This design comes from an exercise in tuning for small area, a short achievable clock period and few clock cycles per item on the open sky130 flow, not from production work. At most, simulation tests tie the RTL to the original design; equivalence was not proved. The RTL of run 1 was laid out without a check of its function. Power is estimated from default activity; no workload was simulated.

## flow/design.v (module list and top-level ports; edited modules follow where they fit)
// module mul_unit: 46 lines
// module mul_fa: 4 lines
// module mul_bsel: 5 lines
// module mul_aoi22: 3 lines
// module mul_xnor2: 3 lines
// module mul_x2: 3 lines
// module mul_ha: 4 lines
// module shift_add_multiplier: 1353 lines
module mul_unit
(
    input  logic                  clk,
    input  logic                  rst,
    input  logic                  start,
    input  logic [1:0]            mul_type,
    input  logic [31:0]           a,
    input  logic [31:0]           b,
    input  logic [4:0]            arch_reg,
    input  logic [5:0]   phys_reg,
    input  logic [2:0]  rob,
    input  logic                  cdb_mul_ack,
    input  logic                  branch,
    output logic                  cdb_valid,
    output logic [2:0]  cdb_rob,
    output logic [4:0]            cdb_arch_reg,
    output logic [5:0]   cdb_phys_reg,
    output logic [31:0]           cdb_data,
    output logic [31:0]           cdb_ps1_rdata,
    output logic [31:0]           cdb_ps2_rdata,
    output logic                  done
);
  // ...
==> flow/flow/run.sh <==
#!/bin/bash
# The standard ORFS layout (standard.sh) with two changes:
#  - the port buffers are sky130_fd_sc_hd__buf_2 instead of the cell
#    buffer_ports picks by itself (a slow delay cell);
#  - after the standard synthesis every combinational cell is set to its
#    drive-1 variant; floorplan/placement repair sizes up what timing needs.
set -euo pipefail
export BUFFER_PORTS_ARGS="-buffer_cell sky130_fd_sc_hd__buf_2"
RES=orfs/results/${FLOW_PLATFORM}/mul_unit/base
bash standard.sh synth > synth.log 2>&1
DS_ODB=$RES/1_synth.odb openroad -no_init -exit flow/downsize.tcl > downsize.log 2>&1
touch $RES/1_synth.sdc
bash standard.sh > standard.log 2>&1
==> flow/flow/downsize.tcl <==
# Set every combinational cell of the synthesized netlist to its drive-1
# variant; the resizer's repair steps size up what timing needs.
set odb_file $::env(DS_ODB)
read_db $odb_file
set db [ord::get_db]
set n 0
foreach inst [[ord::get_db_block] getInsts] {
  set m [[$inst getMaster] getName]
  if {[regexp {^(sky130_fd_sc_hd__[a-z0-9]+)_([0-9]+)$} $m -> base drive]} {
    if {$drive <= 1} continue
    if {[regexp {df|dl|sdf|edf|clk|conb|buf} $base]} continue
    set new [$db findMaster ${base}_1]
    if {$new == "NULL" || $new == ""} continue
    $inst swapMaster $new
    incr n
  }
}
puts "downsized $n cells"
write_db $odb_file
==> flow/standard.sh <==
#!/bin/bash
# synth_recipe.tcl (not shown) runs the flow's synth.tcl, then flattens the netlist and writes it again
# the make line also repeats each setting of config.mk as NAME=value (left out here)
make -C /OpenROAD-flow-scripts/flow DESIGN_CONFIG=/design/flow/config.mk WORK_HOME=/design/flow/orfs CLKGATE_MAP_FILE= SYNTH_SCRIPT=/design/flow/synth_recipe.tcl "${@:-finish}"
==> flow/config.mk <==
export PLATFORM = sky130hd
export DESIGN_NAME = mul_unit
export DESIGN_NICKNAME = mul_unit
export VERILOG_FILES = /design/flow/design.v
export SDC_FILE = /design/flow/constraint.sdc
export NUM_CORES = 4
export LEC_CHECK = 0
export CAP_MARGIN = 20
export CORE_MARGIN = 2
export CORE_UTILIZATION = 40
export SETUP_SLACK_MARGIN = 1.2
export SLEW_MARGIN = 20
export SYNTH_HIERARCHICAL = 1
export SYNTH_MINIMUM_KEEP_SIZE = 0
==> flow/constraint.sdc <==
create_clock -name core_clock -period 5.0 [get_ports {clk}]
set_input_delay 1.0000 -clock core_clock [delete_from_list [all_inputs] [get_ports {clk}]]
set_output_delay 1.0000 -clock core_clock [all_outputs]
set_load 0.01 [all_outputs]
==> flow_metrics.tcl, run 1 <==
set metrics [dict create \
    status "timing/DRC/antenna clean" \
    netSwitchingPower_mw 6.58 \
    cp_cell_sequence "buf_4 > buf_4 > buf_4 > a22oi_1 > xnor2_1 > fa_1 > fa_1 > fa_1 > fa_1 > fa_1" \
    r2r_slack_ns 0.97 \
    ys.warnings.count 7 \
    post_dp_cell_area_mm2 0.0187 \
    cp_num_cells 10 \
    dieArea_mm2 0.0428 \
    cts-root-buf "clkbuf_16" \
    slew_viol_final 0 \
    slew_headroom_pct 43.2 \
    p_comb_share_pct 74.6 \
    grt_pass1_vias 14300 \
    period_minus_slack_ns 4.03 \
    drive_above_1_share_pct 37.8 \
    finClkSkew_ns 0.0257 \
    seq_cells 176 \
    powerClk_mw 1.39 \
    syn_area_mm2 0.0164 \
    criticalPathCategory "flop to flop" \
    track_usage_pct 27.0 \
    io_pins 197 \
    startpoint "u_mul.a_q[20]$_DFFE_PN_" \
    use_met3_pct 4.99 \
    setup_viol 0 \
    hold_viol_final 0 \
    finalWorstSetupSlack_ns 0.969 \
    crit_top_cell "fa_1" \
    num_vias 14000 \
    dr.max_layer_used "met4" \
    worst_hold_path_type "flop to flop" \
    io_buffers 196 \
    cellLeakagePower_nw 8.81 \
    powerSeq_mw 2.31 \
    cts_made_buffers 17 \
    nonClkBufAreaFrac_pct 14.7 \
    hold_ws_ns 0.563 \
    grt_pass1_wl_mm 85.5 \
    post-route-cell-area_mm2 0.0220 \
    crit_path_max_incr_delay_ns 0.66 \
    clockNetworkAreaShare_pct 2.78 \
    min_period_over_period_pct 80.6 \
    drt-initial-drc-count 1222 \
    layout.cells.most_common_list "xnor2_1, a22oi_1, buf_4, buf_2, edfxtp_1" \
    postRouteAntennaNets 0 \
]
==> run 2, diff against run 1 <==
--- a/flow/design.v
+++ b/flow/design.v
@@ -264,16 +264,17 @@
     input logic branch,
     output rv32i_types::cdb_t mul_cdb_output,
     output logic done
 );
     logic busy;       
     logic rdy;        
     logic zero_q;     
     logic [31:0] a_q, b_q;
+    logic [15:0] bodd_q;
     logic [rv32i_types::ROB_WIDTH-1:0] rob_q;
     logic [4:0] arch_q;
     logic [rv32i_types::PR_WIDTH-1:0] phys_q;
     logic deliver;
     assign deliver = rdy & cdb_mul_ack;
     always_ff @(posedge clk) begin
         if (rst || branch) begin
             busy <= 1'b0;
@@ -281,17 +282,17 @@
         end else begin
             busy <= busy ? ~deliver : start;
             rdy  <= busy & ~deliver;
         end
     end
     always_ff @(posedge clk) begin
         if (!busy) begin
             a_q    <= a[31:0];
-            b_q    <= b[31:0];
+            for (int i = 0; i < 16; i++) bodd_q[i] <= b[2*i+1];
             rob_q  <= rob;
             arch_q <= arch_reg;
             phys_q <= phys_reg;
             zero_q <= (mul_type == 2'b01);
         end
     end
     logic [15:0] bo_q, bt_q;
     logic [32:0] bx;
@@ -299,16 +300,22 @@
     always_ff @(posedge clk) begin
         if (!busy) begin
             for (int i = 0; i < 16; i++) begin
                 bo_q[i] <= bx[2*i+1] ^ bx[2*i];
                 bt_q[i] <= (bx[2*i+2] & ~bx[2*i+1] & ~bx[2*i]) | (~bx[2*i+2] & bx[2*i+1] & bx[2*i]);
             end
         end
     end
+    always_comb begin
+        for (int i = 0; i < 16; i++) begin
+            b_q[2*i+1] = bodd_q[i];
+            b_q[2*i]   = bo_q[i] ^ ((i == 0) ? 1'b0 : bodd_q[i-1]);
+        end
+    end
     logic pp0;
     logic pp3;
     logic pp6;
     logic pp9;
     logic pp12;
     logic pp15;
     logic pp18;
     logic pp21;
==> flow/config.mk (replaced) <==
export PLATFORM = sky130hd
export DESIGN_NAME = mul_unit
export DESIGN_NICKNAME = mul_unit
export VERILOG_FILES = /design/flow/design.v
export SDC_FILE = /design/flow/constraint.sdc
export NUM_CORES = 4
export LEC_CHECK = 0
export CAP_MARGIN = 20
export CORE_MARGIN = 2
export CORE_UTILIZATION = 40
export SETUP_SLACK_MARGIN = 0.8
export SLEW_MARGIN = 20
export SYNTH_HIERARCHICAL = 1
export SYNTH_MINIMUM_KEEP_SIZE = 0
==> run 2 against run 1 <==
Compared with the run above: maximum frequency down 2.8%; synthesized area is 2.2% lower; flip-flop and latch count is 15 lower; clock-buffer cell count rose by 1; largest power group unchanged.
==> flow_metrics.tcl, run 2 <==
set metrics [dict create \
    busiest_layer "met2" \
    postRouteAntennaNets 0 \
    period_minus_slack_ns 4.15 \
    use_met3_pct 4.15 \
    syn_to_final_growth_pct 24.5 \
    clock_path_buffers 2 \
    layout.nets 2140 \
    synthCells 1423 \
    r2r_slack_ns 0.85 \
    globalplace.congestion 0.927 \
    setup_viol 0 \
    nFillCells 3602 \
    cp-end-kind "flop" \
    cts.clk_slew.worst_paths_ns 0.07 \
    postLayoutCoreUtil_pct 50.4 \
    ff2ff_path_depth 9 \
    dieArea_mm2 0.0418 \
    startpoint "u_mul.a_q[10]$_DFFE_PN_" \
    mostFrequentLayoutCell "xnor2_1" \
    cts-root-buf "clkbuf_16" \
    worstReg2RegEnd "u_mul.cs1_q[30]$_DFF_P_" \
    rows 73 \
    num_antenna_cells 0 \
    cellLeakagePower_nw 8.14 \
    crit_top_cell "fa_1" \
    crit_path_max_incr_delay_ns 0.56 \
    power_density_mw_per_mm2 680 \
    clock_sinks 161 \
    num_vias 13400 \
    firstDrtPassIters 6 \
    drive_above_1_share_pct 24.3 \
    cts_hold_buf 0 \
    post-route-cell-area_mm2 0.0200 \
    instances_no_fill 2338 \
    netSwitchingPower_mw 6.26 \
    hold_viol_final 0 \
    criticalPathCategory "flop to flop" \
    cts_made_buffers 17 \
    r2r-start "u_mul.a_q[10]$_DFFE_PN_" \
    status "timing/DRC/antenna clean" \
    slew_viol_final 0 \
    cts_max_level 4 \
    die_x_um 205 \
    worstMarginPinSlew_ns 0.781 \
    vdd_drop_max_mv 0.636 \
    crit_path_max_fanout 7 \
    grt_pass1_wl_mm 83.1 \
    viasPerCell 5.74 \
    clk_latency_ns 0.46 \
    arrival_ns 4.49 \
    io_buffers 196 \
    slew_headroom_pct 47.9 \
    grt_pass1_vias 13700 \
    cp.required_ns 5.34 \
    dp.cells 2190 \
    ys.warnings.count 7 \
    top_register "u_mul.a_q" \
    min_period_over_period_pct 82.9 \
    min_to "u_mul.busy$_SDFF_PP0_" \
    switching_share_pct 45.9 \
    largestRegisters "u_mul.a_q (32), u_mul.cs0_q (31), u_mul.cs1_q (30)" \
    p_comb_share_pct 73.7 \
    grt_setup_unrepaired "true" \
    overflow 0 \
    grt_max_degree 65 \
    max_freq_mhz 241 \
    min_from "u_mul.busy$_SDFF_PP0_" \
    drt-initial-drc-count 1205 \
    avgSynthCellArea_um2 11.3 \
    sequentialPowerShare_pct 16.0 \
    hold_depth 2 \
    largest_register_ffs 32 \
    io_pins 197 \
    post_dp_cell_area_mm2 0.0182 \
    cp_cell_sequence "buf_4 > a22oi_1 > xnor2_1 > fa_1 > fa_1 > fa_1 > fa_1 > fa_1 > fa_1" \
    power_frac_clock_pct 10.3 \
    track_usage_pct 26.5 \
    p_total_mw 13.6 \
    wl_per_cell_um 23.7 \
    layout.cells.most_common_list "xnor2_1, a22oi_1, buf_2, fa_1, buf_4" \
    drc 0 \
    p_int_mw 7.38 \
    slowest_stage "edfxtp_1" \
    finClkSkew_ns 0.0123 \
    worst_hold_path_type "flop to flop" \
    cts_tree "built" \
    grt_use_met2_pct 42.5 \
    die_h_um 205 \
    wirelength_mm 55.3 \
    antenna_found_initial 0 \
    start_kind "flop" \
    timing.setup.tns_ns 0 \
    syn_area_mm2 0.0161 \
    initial_core_util_pct 40.5 \
    cap_violations 0 \
    core_area_mm2 0.0397 \
    place.detailed.hpwl_mm 40.4 \
    grtUsageMet1_pct 34.7 \
]
## run 2: routing by layer
| metal | vias up | wire length (um) |
|---|---|---|
| met5 | - | 0 |
| met4 | 0 | 2590 |
| met3 | 115 | 3530 |
| met2 | 614 | 26000 |
| met1 | 6664 | 23200 |
| li1 | 6020 | - |
## run 2: repair_timing
action	in CTS	in global routing
gates resized for setup	4	8
setup buffers	61	55
pin swaps	0	1
setup endpoints to repair	24	19
## run 2: layout make-up
type	count	area, um^2	area share [%]
Timing Repair Buffer	368	2540	12.7
Sequential cell	161	4170	20.8
Tap cell	525	657	3.28
Multi-Input combinational cell	1241	12000	60.0
Clock buffer	18	429	2.14
Clock inverter	14	178	0.887
Inverter	11	43.8	0.219
## run 2: how the worst max path moves through the flow
stage                                   end  slack [ns]  cells after the start
floorplan           u_mul.cs1_q[30]$_DFF_P_        0.58                      8
global placement    u_mul.cs1_q[30]$_DFF_P_        0.56                      9
detailed placement  u_mul.cs1_q[30]$_DFF_P_        0.59                      8
CTS                            cdb_data[25]        0.80                      8
global route        u_mul.cs1_q[30]$_DFF_P_        0.76                      8
finish              u_mul.cs1_q[30]$_DFF_P_        0.85                      9
## run 2: power groups by stage
stage | sequential, mW | combinational [mW] | clock (mW)
global route | 2.20 | 11.3 | 1.47
detailed placement | 2.33 | 9.57 | 0
CTS | 2.22 | 9.85 | 1.42
floorplan | 2.28 | 6.61 | 0
global placement | 2.32 | 9.38 | 0
finish | 2.18 | 10.1 | 1.40
## run 2: worst max-delay path: cells and delay by family (launching register included)
kind,cells,cell delay (ns)
AOI/OAI and AO/OA,1,0.22
xor gates and xnor gates,1,0.18
adders and majority gates,6,2.85
buffers and inverters,1,0.22
DFF,1,0.56
## run 2: through the flow
stage,hold slack [ns],setup slack (ns)
after detailed placement,0.567,0.590
after global placement,0.543,0.565
after floorplan,0.471,0.583
after global routing,0.646,0.764
final,0.572,0.853
after CTS,0.575,0.797
Testbench counts of run 2, summed over its fixed seeds: cycles 7,208, ops 2,400.
==> run 3, diff against run 2 <==
--- a/flow/config.mk
+++ b/flow/config.mk
@@ -10,3 +10,3 @@
 export CORE_UTILIZATION = 40
-export SETUP_SLACK_MARGIN = 0.8
+export SETUP_SLACK_MARGIN = 0.5
 export SLEW_MARGIN = 20
==> run 3 against run 2 <==
Compared with the run above: still clean on timing, DRC and antenna; synthesized area unchanged; clock power up 4%; clock skew up 0.0020 ns; worst hold slack better by 0.013 ns; non-clock buffer count down 99; cell count down 4.2%; critical endpoint unchanged.
==> flow_metrics.tcl, run 3 <==
set metrics [dict create \
    cap_violations 0 \
    max_freq_mhz 228 \
    wirelength_mm 53.3 \
    wl_per_cell_um 23.8 \
    mostFrequentLayoutCell "xnor2_1" \
    status "timing/DRC/antenna clean" \
    cellLeakagePower_nw 7.58 \
    num_vias 13100 \
    track_usage_pct 25.7 \
    cts_setup_buffers 0 \
    min_period_over_period_pct 87.8 \
    syn_area_mm2 0.0161 \
    post-route-cell-area_mm2 0.0189 \
    crit_path_max_fanout 20 \
    postLayoutCoreUtil_pct 47.7 \
    wl_met2_mm 25.6 \
    cts_tree "built" \
    worst_hold_path_type "flop to flop" \
    preCtsSetupSlack_ns 0.567 \
    core_area_mm2 0.0397 \
    cts_hold_buf 0 \
    slew_headroom_pct 42.4 \
    period_minus_slack_ns 4.39 \
    timing.setup.tns_ns 0 \
    setup_viol 0 \
    largestRegisters "u_mul.a_q (32), u_mul.cs0_q (31), u_mul.cs1_q (30)" \
    post_dp_cell_area_mm2 0.0182 \
    grt_pass1_vias 13500 \
    regArea_mm2 0.00417 \
    top_register "u_mul.a_q" \
    initial_core_util_pct 40.5 \
    firstDrtPassIters 6 \
    io_buffers 196 \
    drc 0 \
    start_kind "flop" \
    multi_input_area_mm2 0.0119 \
    clock_sinks 161 \
    cts_resized 0 \
    io_pins 197 \
    finalWorstSetupSlack_ns 0.608 \
    overflow 0 \
    dieArea_mm2 0.0418 \
    power_density_mw_per_mm2 690 \
    antenna_found_initial 0 \
    cts_max_level 4 \
    postRouteAntennaNets 0 \
    finClkSkew_ns 0.0142 \
    cp-end-kind "flop" \
    die_x_um 205 \
    nFillCells 3736 \
    hold_viol_final 0 \
    drive_above_1_share_pct 18.1 \
    layout.nets 2041 \
    routedLengthMet1_mm 21.7 \
    drt-initial-drc-count 1228 \
    largest_register_ffs 32 \
    avgSynthCellArea_um2 11.3 \
    layout.cells.most_common_list "xnor2_1, a22oi_1, buf_2, fa_1, edfxtp_1" \
    grt_pass1_wl_mm 80.9 \
    viasPerCell 5.84 \
    ys.warnings.count 7 \
    vdd_drop_max_mv 0.624 \
    clk_latency_ns 0.46 \
    grt_max_degree 65 \
    dr.max_layer_used "met4" \
    clock_path_buffers 2 \
    cts_made_buffers 17 \
    slew_viol_final 0 \
    cp.required_ns 5.33 \
    place.detailed.hpwl_mm 39.8 \
    cts.clk_slew.worst_paths_ns 0.07 \
    synthCells 1423 \
    criticalPathCategory "flop to flop" \
    worstMarginPinSlew_ns 0.864 \
    num_antenna_cells 0 \
    grt_setup_unrepaired "false" \
    cts-root-buf "clkbuf_16" \
    rows 73 \
    syn_to_final_growth_pct 17.7 \
    globalplace.congestion 0.932 \
    arrival_ns 4.72 \
    wl_met3_mm 3.54 \
    die_h_um 205 \
]
==> run 3: cell count changes in the layout (fill, tap and decap cells not counted), sizes merged <==
| cell | delta |
|---|---|
| buf | -99 |
| inv | +4 |
| clkinvlp | -3 |
| bufinv | +1 |
| clkbuf | -1 |
| clkinv | -1 |
==> run 3: report_power, final <==
part | leakage [nW] | internal (mW) | switching (mW)
clock | 0.319 | 0.854 | 0.601
combinational | 5.71 | 4.24 | 5.10
sequential | 1.55 | 1.99 | 0.285
==> run 3: final timing paths <==
kind              slack, ns  depth (start not counted)                   start                 endpoint
setup reg to reg       0.61                         10  u_mul.a_q[5]$_DFFE_PN_  u_mul.cs1_q[30]$_DFF_P_
hold / removal         0.58                          1   u_mul.busy$_SDFF_PP0_    u_mul.busy$_SDFF_PP0_
hold reg to reg        0.58                          1   u_mul.busy$_SDFF_PP0_    u_mul.busy$_SDFF_PP0_
setup / recovery       0.61                         10  u_mul.a_q[5]$_DFFE_PN_  u_mul.cs1_q[30]$_DFF_P_
==> run 3: routing by layer <==
metal | up-vias | track usage [%]
li1 | 5819 | -
met1 | 6502 | 32.5
met2 | 645 | 42.6
met3 | 104 | 4.12
met4 | 0 | 12.9
met5 | - | 0
==> run 3: worst max-delay path, stage by stage, from the launching register on <==
cell and delay [ns]:
edfxtp_1 0.66, buf_4 0.40, a22oi_1 0.14, xnor2_1 0.18
fa_1 0.47, fa_1 0.44, fa_1 0.42, fa_1 0.39
fa_2 0.36, fa_2 0.36, fa_1 0.44
==> run 3: cell type report <==
class,instances,area share (%)
Clock buffer,17,2.25
Clock inverter,15,1.16
Inverter,11,0.231
Multi-Input combinational cell,1241,62.6
Sequential cell,161,22.0
Tap cell,525,3.47
Timing Repair Buffer,269,8.21
==> run 3: metrics by stage <==
stage / hold WS (ns) / total power, mW / std cells
detailed placement: 0.569 / 11.5 / 2197
CTS: 0.578 / 13.1 / 2229
global route: 0.640 / 14.5 / 2239
finish: 0.585 / 13.1 / 2239
global placement: 0.542 / 11.3 / 2197
floorplan: 0.471 / 8.68 / 1437
==> run 4, diff against run 3 <==
--- a/flow/flow/run.sh
+++ b/flow/flow/run.sh
@@ -2,3 +2,3 @@
 # The standard ORFS layout (standard.sh) with two changes:
-#  - the port buffers are sky130_fd_sc_hd__buf_2 instead of the cell
+#  - the port buffers are sky130_fd_sc_hd__buf_1 instead of the cell
 #    buffer_ports picks by itself (a slow delay cell);
@@ -7,3 +7,3 @@
 set -euo pipefail
-export BUFFER_PORTS_ARGS="-buffer_cell sky130_fd_sc_hd__buf_2"
+export BUFFER_PORTS_ARGS="-buffer_cell sky130_fd_sc_hd__buf_1"
 RES=orfs/results/${FLOW_PLATFORM}/mul_unit/base
--- a/flow/config.mk
+++ b/flow/config.mk
@@ -9,4 +9,4 @@
 export CORE_MARGIN = 2
-export CORE_UTILIZATION = 40
-export SETUP_SLACK_MARGIN = 0.5
+export CORE_UTILIZATION = 60
+export SETUP_SLACK_MARGIN = 0.65
 export SLEW_MARGIN = 20
==> run 4 against run 3 <==
Compared with the run above: still clean; final area decreased by 0.22%; sequential power is 2% lower; synthesized cell count did not move; worst hold slack got worse by 0.034 ns; critical path type unchanged.
==> flow_metrics.tcl, run 4 <==
set metrics [dict create \
    status "timing/DRC/antenna clean" \
    num_antenna_cells 0 \
    layout.cells.most_common_list "xnor2_1, a22oi_1, buf_1, fa_1, buf_4" \
    switching_share_pct 46.5 \
    grt_max_degree 65 \
    setup_viol 0 \
    hold_depth 1 \
    wl_per_cell_um 24.7 \
    largestRegisters "u_mul.a_q (32), u_mul.cs0_q (31), u_mul.cs1_q (30)" \
    synthCells 1423 \
    cp_cell_sequence "buf_4 > a22oi_1 > xnor2_1 > fa_1 > fa_1 > fa_1 > fa_1 > fa_2 > fa_2 > fa_1" \
    place.detailed.hpwl_mm 37.7 \
    initial_core_util_pct 61.4 \
    io_buffers 196 \
    ys.warnings.count 7 \
    finClkSkew_ns 0.0218 \
    ff2ff_path_depth 10 \
    timing.setup.tns_ns 0 \
    largest_register_ffs 32 \
    p_int_mw 6.90 \
    startpoint "u_mul.a_q[14]$_DFFE_PN_" \
    drc 0 \
    clock_path_buffers 2 \
    r2r_slack_ns 0.70 \
    syn_to_final_growth_pct 17.4 \
    avgSynthCellArea_um2 11.3 \
    die_h_um 168 \
    grt_setup_unrepaired "true" \
    globalplace.congestion 0.951 \
    cellLeakagePower_nw 7.11 \
    cp-end-kind "flop" \
    die_x_um 168 \
    p_comb_share_pct 72.1 \
    postRouteAntennaNets 0 \
    hold_viol_final 0 \
    cts_tree "built" \
    power_frac_clock_pct 10.5 \
    clock_sinks 161 \
    cts-root-buf "clkbuf_16" \
    min_from "u_mul.busy$_SDFF_PP0_" \
    overflow 0 \
    viasPerCell 6.57 \
    slew_headroom_pct 32.6 \
    io_pins 197 \
    cap_violations 0 \
    start_kind "flop" \
    grt_pass1_wl_mm 78.2 \
    r2r-start "u_mul.a_q[14]$_DFFE_PN_" \
    worst_hold_path_type "flop to flop" \
    worstMarginPinSlew_ns 1.01 \
    vdd_drop_max_mv 0.668 \
    min_period_over_period_pct 86.0 \
    cts_max_level 4 \
    crit_path_max_fanout 13 \
    top_register "u_mul.a_q" \
    sequentialPowerShare_pct 17.3 \
    drive_above_1_share_pct 10.1 \
    criticalPathCategory "flop to flop" \
    dieArea_mm2 0.0281 \
    grt_pass1_vias 13600 \
    cp.required_ns 5.31 \
    power_density_mw_per_mm2 682 \
    firstDrtPassIters 6 \
    mostFrequentLayoutCell "xnor2_1" \
    p_total_mw 12.9 \
    antenna_found_initial 0 \
    track_usage_pct 36.5 \
    crit_path_max_incr_delay_ns 0.58 \
    layout.nets 2089 \
    cts.clk_slew.worst_paths_ns 0.08 \
    cts_hold_buf 0 \
    netSwitchingPower_mw 5.99 \
    syn_area_mm2 0.0161 \
    clk_latency_ns 0.44 \
    max_freq_mhz 233 \
    crit_top_cell "fa_1" \
    drt-initial-drc-count 1606 \
    wirelength_mm 51.8 \
    slowest_stage "edfxtp_1" \
    period_minus_slack_ns 4.30 \
    nFillCells 1966 \
    num_vias 13800 \
    rows 59 \
    arrival_ns 4.61 \
    cts_made_buffers 17 \
    core_area_mm2 0.0262 \
    slew_viol_final 0 \
]
==> run 4: timing repair <==
item / CTS / global route
pin swaps: 0 / 0
gates resized for setup: 2 / 1
endpoints found under the setup margin: 4 / 14
setup buffers: 4 / 47
==> run 4: stage by stage <==
stage	setup WS, ns	util (%)	hold WS [ns]	instances	cell area (um^2)
after floorplan	0.583	-	0.471	1437	16200
after CTS	0.619	70.4	0.546	2050	18500
after global routing	0.632	72.1	0.576	2097	18900
after detailed placement	0.626	68.0	0.536	2014	17800
after global placement	0.601	68.0	0.524	2014	17800
final	0.701	72.1	0.551	2097	18900
==> run 4: cell type report <==
cell class / instances / area (um^2) / area share [%]
inverters: 11 / 42.5 / 0.225
clock inverters: 14 / 140 / 0.742
multi-input cells: 1241 / 11900 / 63.2
flip-flops and latches: 161 / 4170 / 22.1
clock buffers: 18 / 439 / 2.32
repair buffers: 317 / 1750 / 9.24
well taps: 335 / 419 / 2.22
==> run 4: worst max-delay path, delay by kind of cell, from the launching register on <==
| family | cells | cell delay, ns |
|---|---|---|
| AO/OA/AOI/OAI | 1 | 0.13 |
| buffers and inverters | 1 | 0.31 |
| XOR/XNOR | 1 | 0.26 |
| adder cells (fa/ha/maj) | 7 | 2.88 |
| flip-flops | 1 | 0.58 |
==> run 4: path summary, 6_finish.rpt <==
| path | endpoint |
|---|---|
| setup / recovery | u_mul.cs1_q[30]$_DFF_P_ |
| hold / removal | u_mul.busy$_SDFF_PP0_ |
| setup reg to reg | u_mul.cs1_q[30]$_DFF_P_ |
| hold reg to reg | u_mul.busy$_SDFF_PP0_ |
==> run 4: power groups by stage <==
stage / Clock, mW / Combinational, mW / Sequential [mW]
finish: 1.36 / 9.29 / 2.23
global route: 1.42 / 10.6 / 2.25
floorplan: 0 / 6.43 / 2.28
global placement: 0 / 8.72 / 2.30
detailed placement: 0 / 9.00 / 2.31
CTS: 1.37 / 9.13 / 2.27
==> run 4: per-layer routing <==
layer	part of all wire [%]	track usage [%]
met5	0	0
met4	3.9	15.1
met3	9.6	7.00
met2	49	60.9
met1	38	47.1
==> run 5, diff against run 4 <==
--- a/flow/config.mk
+++ b/flow/config.mk
@@ -9,3 +9,4 @@
 export CORE_MARGIN = 2
-export CORE_UTILIZATION = 60
+export CORE_UTILIZATION = 70
+export PLACE_DENSITY = 0.85
 export SETUP_SLACK_MARGIN = 0.65
==> run 5 against run 4 <==
Compared with the run above: first-iteration DRC count grew 71%; total power grew 6.3%; clock skew shrank 0.0015 ns; combinational power grew 9%; clock-buffer cell count is the same; final area is essentially flat; critical path depth shrank 1; sequential power is essentially flat; critical endpoint unchanged.
==> flow_metrics.tcl, run 5 <==
set metrics [dict create \
    largest_register_ffs 32 \
    r2r-start "u_mul.bt_q[8]$_DFFE_PN_" \
    layout.cells.most_common_list "xnor2_1, a22oi_1, buf_1, fa_1, buf_4" \
    worstMarginPinSlew_ns 0.907 \
    antenna_found_initial 3 \
    crit_top_cell "fa_1" \
    min_period_over_period_pct 92.9 \
    cts_max_level 4 \
    crit_path_max_fanout 16 \
    num_vias 14700 \
    cts.clk_slew.worst_paths_ns 0.07 \
    io_buffers 196 \
    arrival_ns 4.95 \
    die_h_um 156 \
    postRouteAntennaNets 0 \
    cap_violations 0 \
    wl_per_cell_um 27.9 \
    startpoint "u_mul.bt_q[8]$_DFFE_PN_" \
    cellLeakagePower_nw 7.12 \
    initial_core_util_pct 71.3 \
    hold_depth 1 \
    mostFrequentLayoutCell "xnor2_1" \
    rows 55 \
    r2r_slack_ns 0.36 \
    clk_latency_ns 0.45 \
    place.detailed.hpwl_mm 37.1 \
    firstDrtPassIters 7 \
    slowest_stage "edfxtp_1" \
    period_minus_slack_ns 4.64 \
    cts_tree "built" \
    syn_area_mm2 0.0161 \
    power_density_mw_per_mm2 725 \
    grt_pass1_vias 14200 \
    core_area_mm2 0.0226 \
    die_x_um 156 \
    synthCells 1423 \
    grt_setup_unrepaired "true" \
    max_freq_mhz 215 \
    track_usage_pct 44.4 \
    cts_made_buffers 17 \
    clock_path_buffers 2 \
    crit_path_max_incr_delay_ns 0.87 \
    slew_headroom_pct 39.6 \
    top_register "u_mul.a_q" \
    clock_sinks 161 \
    grt_max_degree 65 \
    layout.nets 2088 \
    num_antenna_cells 0 \
    p_total_mw 13.7 \
    cp_cell_sequence "a22oi_1 > xnor2_1 > fa_1 > fa_1 > fa_1 > fa_1 > fa_2 > fa_2 > fa_1" \
    ys.warnings.count 7 \
    worstReg2RegEnd "u_mul.cs1_q[30]$_DFF_P_" \
    drc 0 \
    instances_no_fill 2046 \
    largestRegisters "u_mul.a_q (32), u_mul.cs0_q (31), u_mul.cs1_q (30)" \
    min_to "u_mul.busy$_SDFF_PP0_" \
    regArea_mm2 0.00417 \
    vdd_drop_max_mv 0.654 \
    cts_hold_buf 0 \
    worst_hold_path_type "flop to flop" \
    nFillCells 1299 \
    overflow 0 \
    criticalPathCategory "flop to flop" \
    ff2ff_path_depth 9 \
    hold_viol_final 0 \
    slew_viol_final 0 \
    avgSynthCellArea_um2 11.3 \
    cp.required_ns 5.31 \
    dieArea_mm2 0.0242 \
    dp.cells 1953 \
    timing.setup.tns_ns 0 \
    multi_input_area_mm2 0.0119 \
    viasPerCell 7.21 \
    setup_viol 0 \
    status "timing/DRC/antenna clean" \
    globalplace.congestion 0.982 \
    start_kind "flop" \
    cts-root-buf "clkbuf_16" \
    wirelength_mm 57.0 \
    finClkSkew_ns 0.0204 \
    syn_to_final_growth_pct 17.4 \
    drive_above_1_share_pct 9.94 \
    io_pins 197 \
    drt-initial-drc-count 2747 \
    grt_pass1_wl_mm 80.3 \
    cp-end-kind "flop" \
    min_from "u_mul.busy$_SDFF_PP0_" \
]
==> run 5: stage by stage <==
stage          utilization (%)  cell area, um^2  setup WS [ns]  hold WS, ns
2_1_floorplan                -            16200          0.583        0.471
3_3_place_gp              78.4            17700          0.746        0.519
3_5_place_dp              78.4            17700          0.648        0.565
4_1_cts                   81.3            18300          0.659        0.575
5_1_grt                   83.7            18900          0.370        0.612
6_report                  83.7            18900          0.357        0.582
==> run 5: area by class of cell <==
class / count / share of cell area (%)
clock buffer: 18 / 2.27
clock inverter: 14 / 0.749
inverter: 11 / 0.225
multi-input combinational: 1241 / 63.2
sequential: 161 / 22.1
tap: 285 / 1.89
timing repair buffer: 316 / 9.55
==> run 5: routing by layer <==
layer	global-route usage (%)	vias to the layer above	share of wire [%]
met4	28.0	6	8.4
met5	0	-	0.072
li1	-	5923	-
met1	53.8	6949	33
met3	11.7	419	13
met2	71.0	1450	45
==> run 5: power by group <==
group | switching, mW | internal (mW)
clock | 0.668 | 0.665
combinational | 5.63 | 4.49
sequential | 0.250 | 1.98
total | 6.55 | 7.14
==> run 5: worst max path at each step <==
stage / end / slack [ns]
floorplan: u_mul.cs1_q[30]$_DFF_P_ / 0.58
global placement: u_mul.cs1_q[30]$_DFF_P_ / 0.75
detailed placement: u_mul.cs1_q[30]$_DFF_P_ / 0.65
CTS: u_mul.cs1_q[30]$_DFF_P_ / 0.66
global route: u_mul.cs1_q[30]$_DFF_P_ / 0.37
finish: u_mul.cs1_q[30]$_DFF_P_ / 0.36
==> run 5: worst max-delay path: cells and delay by family (launching register included) <==
family | cells | cell delay [ns]
adders and majority gates | 7 | 3.15
DFF | 1 | 0.87
xor gates and xnor gates | 1 | 0.24
AOI/OAI and AO/OA | 1 | 0.23
==> run 5: repair_timing <==
action / in CTS / in global routing
setup buffers: 8 / 53
hold endpoints to repair: 0 / 0
endpoints found under the setup margin: 5 / 13
gates resized for setup: 1 / 3
==> run 6, diff against run 5 <==
--- a/flow/config.mk
+++ b/flow/config.mk
@@ -9,5 +9,5 @@
 export CORE_MARGIN = 2
-export CORE_UTILIZATION = 70
-export PLACE_DENSITY = 0.85
-export SETUP_SLACK_MARGIN = 0.65
+export CORE_UTILIZATION = 60
+export PLACE_DENSITY = 0.75
+export SETUP_SLACK_MARGIN = 0.8
 export SLEW_MARGIN = 20
==> run 6 against run 5 <==
Compared with the run above: clock skew increased by 0.0059 ns; worst hold slack improved by 0.021 ns; first-iteration DRC count decreased by 35%; maximum frequency increased by 12%; cell count increased by 5.7%; synthesized cell count unchanged; critical path type unchanged; clock power increased by 3%; still clean on timing, DRC and antenna; final area increased by 4.1%.
==> flow_metrics.tcl, run 6 <==
set metrics [dict create \
    status "timing/DRC/antenna clean" \
    ys.warnings.count 7 \
    p_comb_share_pct 73.7 \
    cap_violations 0 \
    antenna_found_initial 1 \
    cp-end-kind "flop" \
    drc 0 \
    netSwitchingPower_mw 6.21 \
    finClkSkew_ns 0.0263 \
    mostFrequentLayoutCell "xnor2_1" \
    worstReg2RegEnd "u_mul.cs1_q[22]$_DFF_P_" \
    arrival_ns 4.47 \
    switching_share_pct 46.1 \
    nFillCells 1832 \
    largest_register_ffs 32 \
    sequentialPowerShare_pct 16.1 \
    power_density_mw_per_mm2 685 \
    syn_to_final_growth_pct 22.2 \
    wl_per_cell_um 25.6 \
    wirelength_mm 55.3 \
    min_period_over_period_pct 83.1 \
    hold_viol_final 0 \
    max_freq_mhz 241 \
    initial_core_util_pct 61.4 \
    io_pins 197 \
    clock_sinks 161 \
    ff2ff_path_depth 9 \
    clock_path_buffers 2 \
    vdd_drop_max_mv 0.628 \
    criticalPathCategory "flop to flop" \
    cts_tree "built" \
    cts-root-buf "clkbuf_16" \
    worst_hold_path_type "flop to flop" \
    multi_input_area_mm2 0.0121 \
    r2r-start "u_mul.a_q[7]$_DFFE_PN_" \
    cts.clk_slew.worst_paths_ns 0.08 \
    synthCells 1423 \
    period_minus_slack_ns 4.16 \
    worstMarginPinSlew_ns 0.715 \
    firstDrtPassIters 7 \
    slew_headroom_pct 52.4 \
    grt_pass1_wl_mm 81.9 \
    syn_area_mm2 0.0161 \
    die_x_um 168 \
    globalplace.congestion 0.970 \
    largestRegisters "u_mul.a_q (32), u_mul.cs0_q (31), u_mul.cs1_q (30)" \
    p_int_mw 7.25 \
    avgSynthCellArea_um2 11.3 \
    grt_max_degree 65 \
    regArea_mm2 0.00417 \
    layout.nets 2155 \
    slew_viol_final 0 \
    track_usage_pct 38.2 \
    io_buffers 196 \
    cp.required_ns 5.31 \
    crit_path_max_fanout 17 \
    overflow 0 \
    core_area_mm2 0.0262 \
    r2r_slack_ns 0.84 \
    power_frac_clock_pct 10.2 \
    hold_depth 1 \
    hold_ws_ns 0.602 \
    timing.setup.tns_ns 0 \
    clk_latency_ns 0.44 \
    viasPerCell 6.54 \
    top_register "u_mul.a_q" \
    cts_max_level 4 \
    setup_viol 0 \
    layout.cells.most_common_list "xnor2_1, a22oi_1, buf_1, fa_1, buf_4" \
    rows 59 \
    drive_above_1_share_pct 14.6 \
    cts_made_buffers 17 \
    drt-initial-drc-count 1796 \
    die_h_um 168 \
    grt_setup_unrepaired "false" \
    min_to "u_mul.busy$_SDFF_PP0_" \
    grt_pass1_vias 14200 \
    place.detailed.hpwl_mm 37.9 \
    dieArea_mm2 0.0281 \
    num_vias 14200 \
    num_antenna_cells 0 \
    start_kind "flop" \
    cellLeakagePower_nw 7.48 \
    postRouteAntennaNets 0 \
    min_from "u_mul.busy$_SDFF_PP0_" \
]
run 6: worst max-delay path by stage:
stage	cells after the start	start	slack, ns	to
4_1_cts	8	u_mul.bt_q[2]$_DFFE_PN_	0.76	u_mul.cs1_q[30]$_DFF_P_
3_3_place_gp	9	u_mul.a_q[16]$_DFFE_PN_	0.67	u_mul.cs1_q[30]$_DFF_P_
3_5_place_dp	9	u_mul.a_q[15]$_DFFE_PN_	0.58	u_mul.cs1_q[30]$_DFF_P_
6_report	9	u_mul.a_q[7]$_DFFE_PN_	0.84	u_mul.cs1_q[22]$_DFF_P_
2_1_floorplan	8	u_mul.bodd_q[2]$_DFFE_PN_	0.58	u_mul.cs1_q[30]$_DFF_P_
5_1_grt	10	u_mul.a_q[23]$_DFFE_PN_	0.75	u_mul.cs1_q[30]$_DFF_P_
run 6: repair_timing:
item                       in CTS  in global routing
buffers inserted               42                 83
hold buffers                    0                  0
pin swaps                       0                  6
cloned                          0                  1
setup endpoints to repair      21                 24
gates resized for setup         5                 18
run 6: metrics by stage:
step / total power, mW / worst slack (ns) / std cells / instance area, um^2 / utilization, %
floorplan: 8.89 / 0.583 / 1437 / 16300 / -
global placement: 11.2 / 0.668 / 2005 / 17800 / 67.9
detailed placement: 11.6 / 0.584 / 2005 / 17800 / 67.9
CTS: 13.2 / 0.765 / 2079 / 18800 / 71.9
global route: 14.7 / 0.752 / 2163 / 19700 / 75.0
finish: 13.5 / 0.843 / 2163 / 19700 / 75.0
run 6: power by group through the flow:
stage                     combinational (mW)  sequential (mW)  clock (mW)
final                                   9.93             2.17        1.37
after global routing                    11.1             2.19        1.42
after CTS                               9.59             2.23        1.37
after detailed placement                9.29             2.31           0
after global placement                  8.94             2.30           0
after floorplan                         6.61             2.28           0
run 6: area by class of cell:
cell class | count | area share [%]
clock buffer | 18 | 2.18
timing repair buffer | 383 | 12.2
tap | 335 | 2.13
clock inverter | 14 | 0.757
sequential | 161 | 21.2
inverter | 11 | 0.223
multi-input combinational | 1241 | 61.3
run 6: critical path, stage by stage (launching register included):
cell and delay [ns]:
edfxtp_1 0.52, buf_4 0.28, a22oi_1 0.32, xnor2_1 0.17, fa_1 0.56, fa_1 0.44, fa_1 0.47, fa_1 0.53
fa_1 0.43, ha_1 0.30
run 6: routing by layer:
layer	vias to the layer above	track usage [%]	share of wire, %
met4	2	22.1	6.3
met2	998	61.4	47
met5	-	0	0.023
li1	6051	-	-
met1	6895	48.4	37
met3	210	7.71	10

[separate check: timing with driven ports]
Ports are ideal in the flow. The routed layouts listed here were re-timed in OpenROAD. Step 1: set_driving_cell puts a clkbuf_16 on clk and a buf_2 on each other input, an assumption about the parent block. Step 2 moves the port delays by t, midway between the first and last clock arrival at a register: inputs arrive t later, outputs are due t later. That takes back most of the time a late clock gives input paths. Three values: no drivers, after step 1, after step 2; two values: the first two.
run | t (ns) | setup slack, ns | worst register clock-pin slew, ns | worst slew at a driven data input, ns
run 1 | 0.524 | 0.969 / 0.969 / 0.969 | 0.09 / 0.09 | 0.07
run 2 | 0.506 | 0.853 / 0.853 / 0.853 | 0.08 / 0.08 | 0.06
run 3 | 0.508 | 0.608 / 0.608 / 0.608 | 0.08 / 0.08 | 0.05
run 4 | 0.484 | 0.701 / 0.701 / 0.701 | 0.09 / 0.09 | 0.04
run 5 | 0.488 | 0.357 / 0.357 / 0.357 | 0.08 / 0.08 | 0.05
run 6 | 0.485 | 0.843 / 0.817 / 0.843 | 0.09 / 0.09 | 0.05
After both steps setup and hold are still met in every run listed.
